What follows belongs to an exercise in optimizing a design on an open flow for small area, a short achievable clock period and few clock cycles per item; a production flow would make more cautious choices.
RTL that was checked went through simulation tests only; none was proved equivalent to the original.
Power figures rest on the tool's default switching activity, not on a simulated workload.

## axi4_lite_slave
module axi4_lite_slave #(
    parameter ADDRESS     = 32,
    parameter DATA_WIDTH  = 32,
    parameter REG_COUNT   = 32
) (
    input  wire                        ACLK,
    input  wire                        ARESETN,
    input  wire [ADDRESS-1:0]          S_ARADDR,
    input  wire                        S_ARVALID,
    output wire                        S_ARREADY,
    output reg  [DATA_WIDTH-1:0]       S_RDATA,
    output reg  [1:0]                  S_RRESP,
    output reg                         S_RVALID,
    input  wire                        S_RREADY,
    input  wire [ADDRESS-1:0]          S_AWADDR,
    input  wire                        S_AWVALID,
    output wire                        S_AWREADY,
    input  wire [DATA_WIDTH-1:0]       S_WDATA,
    input  wire [(DATA_WIDTH/8)-1:0]   S_WSTRB,
    input  wire                        S_WVALID,
    output wire                        S_WREADY,
    output reg  [1:0]                  S_BRESP,
    output reg                         S_BVALID,
    input  wire                        S_BREADY
);
    localparam [1:0] RESP_OKAY   = 2'b00;
    localparam [1:0] RESP_SLVERR = 2'b10;
    reg [31:0] regs [0:31];
    reg [31:0] written;
    reg        aw_v;             
    reg [4:0]  aw_idx;
    reg        aw_al;            
    reg        w_v;              
    reg [31:0] w_data;
    reg [3:0]  w_strb;
    reg        b1_v;             
    reg        b1_err;
    reg        awready_r, wready_r;
    assign S_AWREADY = awready_r;
    assign S_WREADY  = wready_r;
    wire w_commit = aw_v && w_v && !b1_v;
  ...
==> flow/config.mk <==
export PLATFORM = sky130hd
export DESIGN_NAME = axi4_lite_slave
export DESIGN_NICKNAME = axi4_lite_slave
export VERILOG_FILES = /design/flow/design.v
export SDC_FILE = /design/flow/constraint.sdc
export NUM_CORES = 4
export LEC_CHECK = 0
export CAP_MARGIN = 40
export CORE_MARGIN = 2
export CORE_UTILIZATION = 40
export SETUP_SLACK_MARGIN = 2.8
export SLEW_MARGIN = 40
==> flow/constraint.sdc <==
create_clock -name core_clock -period 5.0 [get_ports {ACLK}]
set_input_delay 1.0000 -clock core_clock [delete_from_list [all_inputs] [get_ports {ACLK}]]
set_output_delay 1.0000 -clock core_clock [all_outputs]
set_load 0.01 [all_outputs]
run.sh (not shown) runs the stock make flow with config.mk's settings and CLKGATE_MAP_FILE= SYNTH_SCRIPT=/design/flow/synth_recipe.tcl, a recipe that flattens the netlist after the stock synthesis.
Rerun with:
SETUP_SLACK_MARGIN = 2.4   (was 2.8)
After rerunning:
- total power came out lower by 3.6%
- routed wire length goes down by 1.4%
- cell area fell by 4.8%
- global-route usage stays flat
- maximum frequency goes down by 12%
Function was not checked in any run of this note: the RTL went through the layout flow alone.


axi4_lite_slave, a different RTL version from the one above (not shown whole).
Size: ~2400 cells after synthesis, roughly 150 I/O pins.
clock: 5.0 ns
lec_check: 0
cap_margin: 10
core_margin: 2
core_utilization: 40
cts_cluster_diameter: 80
cts_cluster_size: 25
setup_slack_margin: 2.8
slew_margin: 10
Testbench counts at the start, summed over its fixed seeds: cycles 2,416, items 4,800.
==> next run, changes <==
CAP_MARGIN = 20   (was 10)
PLACE_DENSITY = 0.92   (was default)
SLEW_MARGIN = 20   (was 10)
Die area does not change. Final area stays flat. Worst setup slack degrades by 49 ps. Wire length shrinks by 7.8%. Register-to-register slack degrades by 80 ps.
==> next run, changes <==
PLACE_DENSITY = default   (was 0.92)
TNS_END_PERCENT = 30   (was default)
Effect: The changed run completed without violations; flip-flop and latch count is unchanged; global-route usage goes up by 1.5 points; final area goes down slightly; setup slack degrades by 58 ps.
==> next run, changes <==
CTS_CLUSTER_DIAMETER = 60   (was 80)
CTS_CLUSTER_SIZE = 30   (was 25)
TNS_END_PERCENT = default   (was 30)
- The new run ran to the end with no violations
- final area goes up by 3.2%
- synthesized area is unchanged
- global-route usage is higher by 0.97 points
- critical path depth goes down by 3


Starting RTL as in the previous note.
make LEC_CHECK=0 CAP_MARGIN=20 CORE_MARGIN=2 CORE_UTILIZATION=40 CTS_CLUSTER_DIAMETER=80 CTS_CLUSTER_SIZE=25 PLACE_DENSITY=0.8 SETUP_SLACK_MARGIN=2.8 SLEW_MARGIN=20 finish   # period 5.0 ns
Testbench counts at the start, summed over its fixed seeds: cycles 2,416, items 4,800.
Edit:
==> flow/flow/run.sh (new file) <==
#!/bin/bash
set -euo pipefail
bash standard.sh "BUFFER_PORTS_ARGS=-buffer_cell sky130_fd_sc_hd__buf_2" finish > standard.log 2>&1
==> flow/standard.sh (new file) <==
#!/bin/bash
# synth_recipe.tcl (not shown) runs the flow's synth.tcl, then flattens the netlist and writes it again
# the make line also repeats each setting of config.mk as NAME=value (left out here)
make -C /OpenROAD-flow-scripts/flow DESIGN_CONFIG=/design/flow/config.mk WORK_HOME=/design/flow/orfs CLKGATE_MAP_FILE= SYNTH_SCRIPT=/design/flow/synth_recipe.tcl "${@:-finish}"
--- a/flow/config.mk
+++ b/flow/config.mk
@@ -11,5 +11,4 @@
 export CTS_CLUSTER_DIAMETER = 80
 export CTS_CLUSTER_SIZE = 25
-export PLACE_DENSITY = 0.8
 export SETUP_SLACK_MARGIN = 2.8
 export SLEW_MARGIN = 20
removed: flow/run.sh
Outcome: The new run completed without violations; clock power rose by a few percent; total power rose slightly; first-iteration DRC count fell by roughly a tenth; sequential cell count is unchanged; global-route usage rose by 1.8 points; worst hold slack stays flat; wire length rose by a few percent; worst setup slack got worse by 37 ps.
Edit:
==> flow/run.sh (new file) <==
#!/bin/bash
# synth_recipe.tcl (not shown) runs the flow's synth.tcl, then flattens the netlist and writes it again
# the make line also repeats each setting of config.mk as NAME=value (left out here)
make -C /OpenROAD-flow-scripts/flow DESIGN_CONFIG=/design/flow/config.mk WORK_HOME=/design/flow/orfs CLKGATE_MAP_FILE= SYNTH_SCRIPT=/design/flow/synth_recipe.tcl finish
removed: flow/flow/run.sh
removed: flow/standard.sh
=> The changed run produced a clean layout; routed wire length grows by 3.7%; sequential power hardly moves; first-iteration DRC count grows by 0.32%; die area is unchanged.
Edit:
--- a/flow/config.mk
+++ b/flow/config.mk
@@ -11,4 +11,5 @@
 export CTS_CLUSTER_DIAMETER = 80
 export CTS_CLUSTER_SIZE = 25
+export GPL_TIMING_DRIVEN = 1
 export SETUP_SLACK_MARGIN = 2.8
 export SLEW_MARGIN = 20
Global-route usage does not change.
Clock power hardly moves.
Die area is unchanged.
Total power stays the same.
Count of clock-buffer cells in the layout is unchanged.
Worst setup slack does not change.
Utilization is unchanged.


red:
The RTL this note starts from:
==> flow/design.v <==
module axi4_lite_slave #(
    parameter ADDRESS     = 32,
    parameter DATA_WIDTH  = 32,
    parameter REG_COUNT   = 32
) (
    input  wire                        ACLK,
    input  wire                        ARESETN,
    input  wire [ADDRESS-1:0]          S_ARADDR,
    input  wire                        S_ARVALID,
    output wire                        S_ARREADY,
    output reg  [DATA_WIDTH-1:0]       S_RDATA,
    output reg  [1:0]                  S_RRESP,
    output reg                         S_RVALID,
    input  wire                        S_RREADY,
    input  wire [ADDRESS-1:0]          S_AWADDR,
    input  wire                        S_AWVALID,
    output wire                        S_AWREADY,
    input  wire [DATA_WIDTH-1:0]       S_WDATA,
    input  wire [(DATA_WIDTH/8)-1:0]   S_WSTRB,
    input  wire                        S_WVALID,
    output wire                        S_WREADY,
    output reg  [1:0]                  S_BRESP,
    output reg                         S_BVALID,
    input  wire                        S_BREADY
);
    localparam [1:0] RESP_OKAY   = 2'b00;
    localparam [1:0] RESP_SLVERR = 2'b10;
    reg [31:0] regs [0:31];
    reg [31:0] written;
    reg        aw_v, aws_v;
    reg [4:0]  aw_idx, aws_idx;
    reg        aw_al, aws_al;
    reg        b1_v, b1_err;
    reg        awready_r, wready_r;
    assign S_AWREADY = awready_r;
    assign S_WREADY  = wready_r;
    wire aw_hs = S_AWVALID && awready_r;
    wire w_hs  = S_WVALID && wready_r;
    wire b_pop = S_BVALID && S_BREADY;
    wire w_ok  = aw_al && (S_WSTRB != 4'b0000);
    wire aw_v_n  = aws_v || aw_hs || (aw_v && !w_hs);
    wire aws_v_n = !w_hs && (aws_v || (aw_hs && aw_v));
    wire b1_v_n  = S_BVALID && !b_pop && (b1_v || w_hs);
    always @(posedge ACLK or negedge ARESETN) begin
        if (!ARESETN) begin
            aw_v      <= 1'b0;
            aws_v     <= 1'b0;
            awready_r <= 1'b0;
            wready_r  <= 1'b0;
            b1_v      <= 1'b0;
            b1_err    <= 1'b0;
            S_BVALID  <= 1'b0;
            S_BRESP   <= RESP_OKAY;
        end else begin
            aw_v      <= aw_v_n;
            aws_v     <= aws_v_n;
            awready_r <= !aws_v_n;
            wready_r  <= aw_v_n && !b1_v_n;
            b1_v      <= b1_v_n;
            if (w_hs)
                b1_err <= !w_ok;
            if (!S_BVALID || b_pop) begin
                if (b1_v) begin
                    S_BVALID <= 1'b1;
                    S_BRESP  <= b1_err ? RESP_SLVERR : RESP_OKAY;
                end else begin
                    S_BVALID <= w_hs;
                    S_BRESP  <= w_ok ? RESP_OKAY : RESP_SLVERR;
                end
            end
        end
    end
    always @(posedge ACLK) begin
        if (w_hs || !aw_v) begin
            aw_idx <= aws_v ? aws_idx : S_AWADDR[6:2];
            aw_al  <= aws_v ? aws_al  : (S_AWADDR[1:0] == 2'b00);
        end
        if (awready_r) begin
            aws_idx <= S_AWADDR[6:2];
            aws_al  <= (S_AWADDR[1:0] == 2'b00);
        end
    end
    integer r, b;
    always @(posedge ACLK or negedge ARESETN) begin
        if (!ARESETN) begin
            written <= 32'd0;
        end else if (w_hs && aw_al) begin
            written[aw_idx] <= 1'b1;
        end
    end
    always @(posedge ACLK) begin
        for (r = 0; r < 32; r = r + 1)
            for (b = 0; b < 4; b = b + 1)
                if (w_hs && aw_al && aw_idx == r && (S_WSTRB[b] || !written[r]))
                    regs[r][b*8 +: 8] <= S_WSTRB[b] ? S_WDATA[b*8 +: 8] : 8'd0;
    end
    reg        ar_v, ars_v, arready_r;
    reg [31:0] ar_sel;
    reg        ar_al;
    reg [4:0]  ars_idx;
    reg        ars_al;
    assign S_ARREADY = arready_r;
    wire ar_hs    = S_ARVALID && arready_r;
    wire r_commit = ar_v && (!S_RVALID || S_RREADY);
    wire ars_v_n  = !r_commit && (ars_v || (ar_hs && ar_v));
    always @(posedge ACLK or negedge ARESETN) begin
        if (!ARESETN) begin
            ar_v      <= 1'b0;
            ars_v     <= 1'b0;
            arready_r <= 1'b0;
            S_RVALID  <= 1'b0;
        end else begin
            ar_v      <= ars_v || ar_hs || (ar_v && !r_commit);
            ars_v     <= ars_v_n;
            arready_r <= !ars_v_n;
            S_RVALID  <= r_commit || (S_RVALID && !S_RREADY);
        end
    end
    wire [4:0] src_idx = ars_v ? ars_idx : S_ARADDR[6:2];
    wire       src_al  = ars_v ? ars_al  : (S_ARADDR[1:0] == 2'b00);
    integer k;
    always @(posedge ACLK) begin
        if (r_commit || !ar_v) begin
            for (k = 0; k < 32; k = k + 1)
                ar_sel[k] <= src_al && written[k] && (src_idx == k);
            ar_al <= src_al;
        end
        if (arready_r) begin
            ars_idx <= S_ARADDR[6:2];
            ars_al  <= (S_ARADDR[1:0] == 2'b00);
        end
    end
    reg [31:0] rd_or;
    integer q;
    always @* begin
        rd_or = 32'd0;
        for (q = 0; q < 32; q = q + 1)
            rd_or = rd_or | (regs[q] & {32{ar_sel[q]}});
    end
    always @(posedge ACLK) begin
        if (r_commit) begin
            S_RDATA <= rd_or;
            S_RRESP <= ar_al ? RESP_OKAY : RESP_SLVERR;
        end
    end
endmodule
export LEC_CHECK = 0
export CAP_MARGIN = 20
export CORE_MARGIN = 2
export CORE_UTILIZATION = 40
export CTS_CLUSTER_DIAMETER = 80
export CTS_CLUSTER_SIZE = 25
export SETUP_SLACK_MARGIN = 3.0
export SLEW_MARGIN = 20
create_clock -name core_clock -period 5.0 [get_ports {ACLK}]
Stock flow here: none of the scripts above is used.
Testbench counts of red, summed over its fixed seeds: cycles 2,416, items 4,800.
Edits applied to the flow inputs when going from red to blue:
# red
export LEC_CHECK = 0
export CAP_MARGIN = 20
export CORE_MARGIN = 2
export CORE_UTILIZATION = 40
export CTS_CLUSTER_DIAMETER = 80
export CTS_CLUSTER_SIZE = 25
export SETUP_SLACK_MARGIN = 3.0
export SLEW_MARGIN = 20
create_clock -name core_clock -period 5.0 [get_ports {ACLK}]
# blue
export LEC_CHECK = 0
export CAP_MARGIN = 20
export CORE_MARGIN = 2
export CORE_UTILIZATION = 55
export CTS_CLUSTER_DIAMETER = 80
export CTS_CLUSTER_SIZE = 25
export SETUP_SLACK_MARGIN = 2.8
export SLEW_MARGIN = 20
create_clock -name core_clock -period 5.0 [get_ports {ACLK}]
Notes after the runs:
- Routed wire length shrinks by a few percent when moving from red to blue.
- In blue the number of iterations in the first detailed-routing pass turned out 2 higher than in red.
- Between blue and red, the number of combinational gates with multiple inputs does not differ in any meaningful way.
- The setup slack of blue is smaller than that of red.
- Final period demand of the worst path was higher in the run labelled blue.
- Compared with red, blue shows global-route usage over all layers higher by 9.1 points.
- blue — fraction of final layout cells with drive strength greater than 1 7.2 points lower, red as reference
Changes in green relative to blue:
# blue
export LEC_CHECK = 0
export CAP_MARGIN = 20
export CORE_MARGIN = 2
export CORE_UTILIZATION = 55
export CTS_CLUSTER_DIAMETER = 80
export CTS_CLUSTER_SIZE = 25
export SETUP_SLACK_MARGIN = 2.8
export SLEW_MARGIN = 20
create_clock -name core_clock -period 5.0 [get_ports {ACLK}]
# green
export LEC_CHECK = 0
export CAP_MARGIN = 20
export CORE_MARGIN = 2
export CORE_UTILIZATION = 40
export CTS_CLUSTER_DIAMETER = 80
export CTS_CLUSTER_SIZE = 25
export SETUP_SLACK_MARGIN = 2.8
export SLEW_MARGIN = 20
create_clock -name core_clock -period 5.0 [get_ports {ACLK}]
### Flow results
Of blue and green, the higher critical path arrival belongs to green.
On placement-stage worst setup slack, blue and green are neck and neck.
For the well-tap cell count, green came in 402 higher than blue did.
blue -> green: number of clock sinks seen by CTS delta 0, exact match
Flip-flop and latch share of the layout cell area, blue and green, higher one = blue.
Relative to green, the following input files were edited for orange:
==> flow/flow/run.sh (new file) <==
#!/bin/bash
set -euo pipefail
bash standard.sh "BUFFER_PORTS_ARGS=-buffer_cell sky130_fd_sc_hd__buf_4" finish > standard.log 2>&1
==> flow/standard.sh (new file) <==
#!/bin/bash
# synth_recipe.tcl (not shown) runs the flow's synth.tcl, then flattens the netlist and writes it again
# the make line also repeats each setting of config.mk as NAME=value (left out here)
make -C /OpenROAD-flow-scripts/flow DESIGN_CONFIG=/design/flow/config.mk WORK_HOME=/design/flow/orfs CLKGATE_MAP_FILE= SYNTH_SCRIPT=/design/flow/synth_recipe.tcl "${@:-finish}"
removed: flow/run.sh
Results
Per the final summary, orange finished and its layout is clean on timing, DRC and antenna.
Number of iterations in the first detailed-routing pass: lower on green
Clock power share, orange and green: higher on green
orange ended up with aw_idx[2] as its first element of the critical path; green ended up with S_WSTRB[1].
Going from green to orange, the count of fill cells added during filler insertion was found to have gone down by 0.49%.
The shortest clock period the worst path allows after layout of orange exceeds that of green by 0.012 ns.
Looking only at final critical-path share of the clock period, and setting everything else aside, the lower value of orange and green goes to green.
Delta (orange minus green): via count of the first global-routing pass shows a reduction of 1.6%, area of all placed cells without fillers went down 230 sq um.
Here is what was changed in the inputs of purple compared with orange.
# orange
export LEC_CHECK = 0
export CAP_MARGIN = 20
export CORE_MARGIN = 2
export CORE_UTILIZATION = 40
export CTS_CLUSTER_DIAMETER = 80
export CTS_CLUSTER_SIZE = 25
export SETUP_SLACK_MARGIN = 2.8
export SLEW_MARGIN = 20
create_clock -name core_clock -period 5.0 [get_ports {ACLK}]
# purple
export LEC_CHECK = 0
export CAP_MARGIN = 20
export CORE_MARGIN = 2
export CORE_UTILIZATION = 40
export CTS_CLUSTER_DIAMETER = 80
export CTS_CLUSTER_SIZE = 25
export SETUP_SLACK_MARGIN = 2.7
export SLEW_MARGIN = 20
create_clock -name core_clock -period 5.0 [get_ports {ACLK}]
==> flow/run.sh (new file) <==
#!/bin/bash
# synth_recipe.tcl (not shown) runs the flow's synth.tcl, then flattens the netlist and writes it again
# the make line also repeats each setting of config.mk as NAME=value (left out here)
make -C /OpenROAD-flow-scripts/flow DESIGN_CONFIG=/design/flow/config.mk WORK_HOME=/design/flow/orfs CLKGATE_MAP_FILE= SYNTH_SCRIPT=/design/flow/synth_recipe.tcl finish
removed: flow/flow/run.sh
removed: flow/standard.sh
--- outcome ---
- For the clock power share, purple came in 1.6 points higher than orange did.
- Post-cts gate resize count (lower): orange
- Share of the clock period used by the worst path was higher in purple than in orange.
- Going from orange to purple, the worst hold slack was found to have gone up by 0.10 ns.

[port drivers added, routing unchanged]
The flow's constraints put no driver on any port. The routed layouts listed below were extracted and timed again, unchanged, in two steps.
Step 1 assumes that a clkbuf_16 drives the clock port and a buf_2 every other input.
Step 2 times the ports against the registers' clock, not the clock port: input delays grow and output delays shrink by t, the midpoint of the rising clock arrivals with the driver on.
a / b / c = ideal ports / drivers / drivers and shift; a / b = the first two.
run	t (ns)	slack for setup (ns)	worst setup path after step 2	clock arrival spread, ns	worst data-port slew with drivers (ns)
the first run of note 1	0.760	2.708 / 2.664 / 2.147	input to register	0.031 / 0.031	0.07
the second run of note 1	0.756	2.406 / 2.368 / 2.037	input to register	0.031 / 0.031	0.06
the first run of note 2	0.733	2.752 / 2.681 / 2.138	input to register	0.045 / 0.044	0.05
the second run of note 2	0.701	2.703 / 2.685 / 2.102	input to register	0.036 / 0.036	0.06
the third run of note 2	0.740	2.645 / 2.645 / 2.019	input to register	0.023 / 0.023	0.06
the fourth run of note 2	0.728	2.758 / 2.691 / 2.164	input to register	0.049 / 0.048	0.05
the first run of note 3	0.709	2.735 / 2.669 / 2.188	input to register	0.035 / 0.034	0.05
the second run of note 3	0.731	2.697 / 2.684 / 2.015	input to register	0.032 / 0.032	0.04
the third run of note 3	0.734	2.750 / 2.680 / 2.142	input to register	0.041 / 0.041	0.05
the fourth run of note 3	0.734	2.750 / 2.680 / 2.142	input to register	0.041 / 0.041	0.05
red	0.744	2.740 / 2.670 / 2.282	input to register	0.031 / 0.032	0.04
blue	0.725	2.724 / 2.699 / 2.059	input to register	0.042 / 0.042	0.05
green	0.720	2.708 / 2.696 / 2.019	input to register	0.045 / 0.045	0.08
orange	0.720	2.696 / 2.696 / 2.164	input to register	0.020 / 0.020	0.06
purple	0.726	2.673 / 2.664 / 2.019	input to register	0.037 / 0.036	0.06
After both steps every run listed still meets setup and hold. The setup slack of green, which loses most, moves by -0.012 ns with the drivers and by -0.689 ns with both steps.
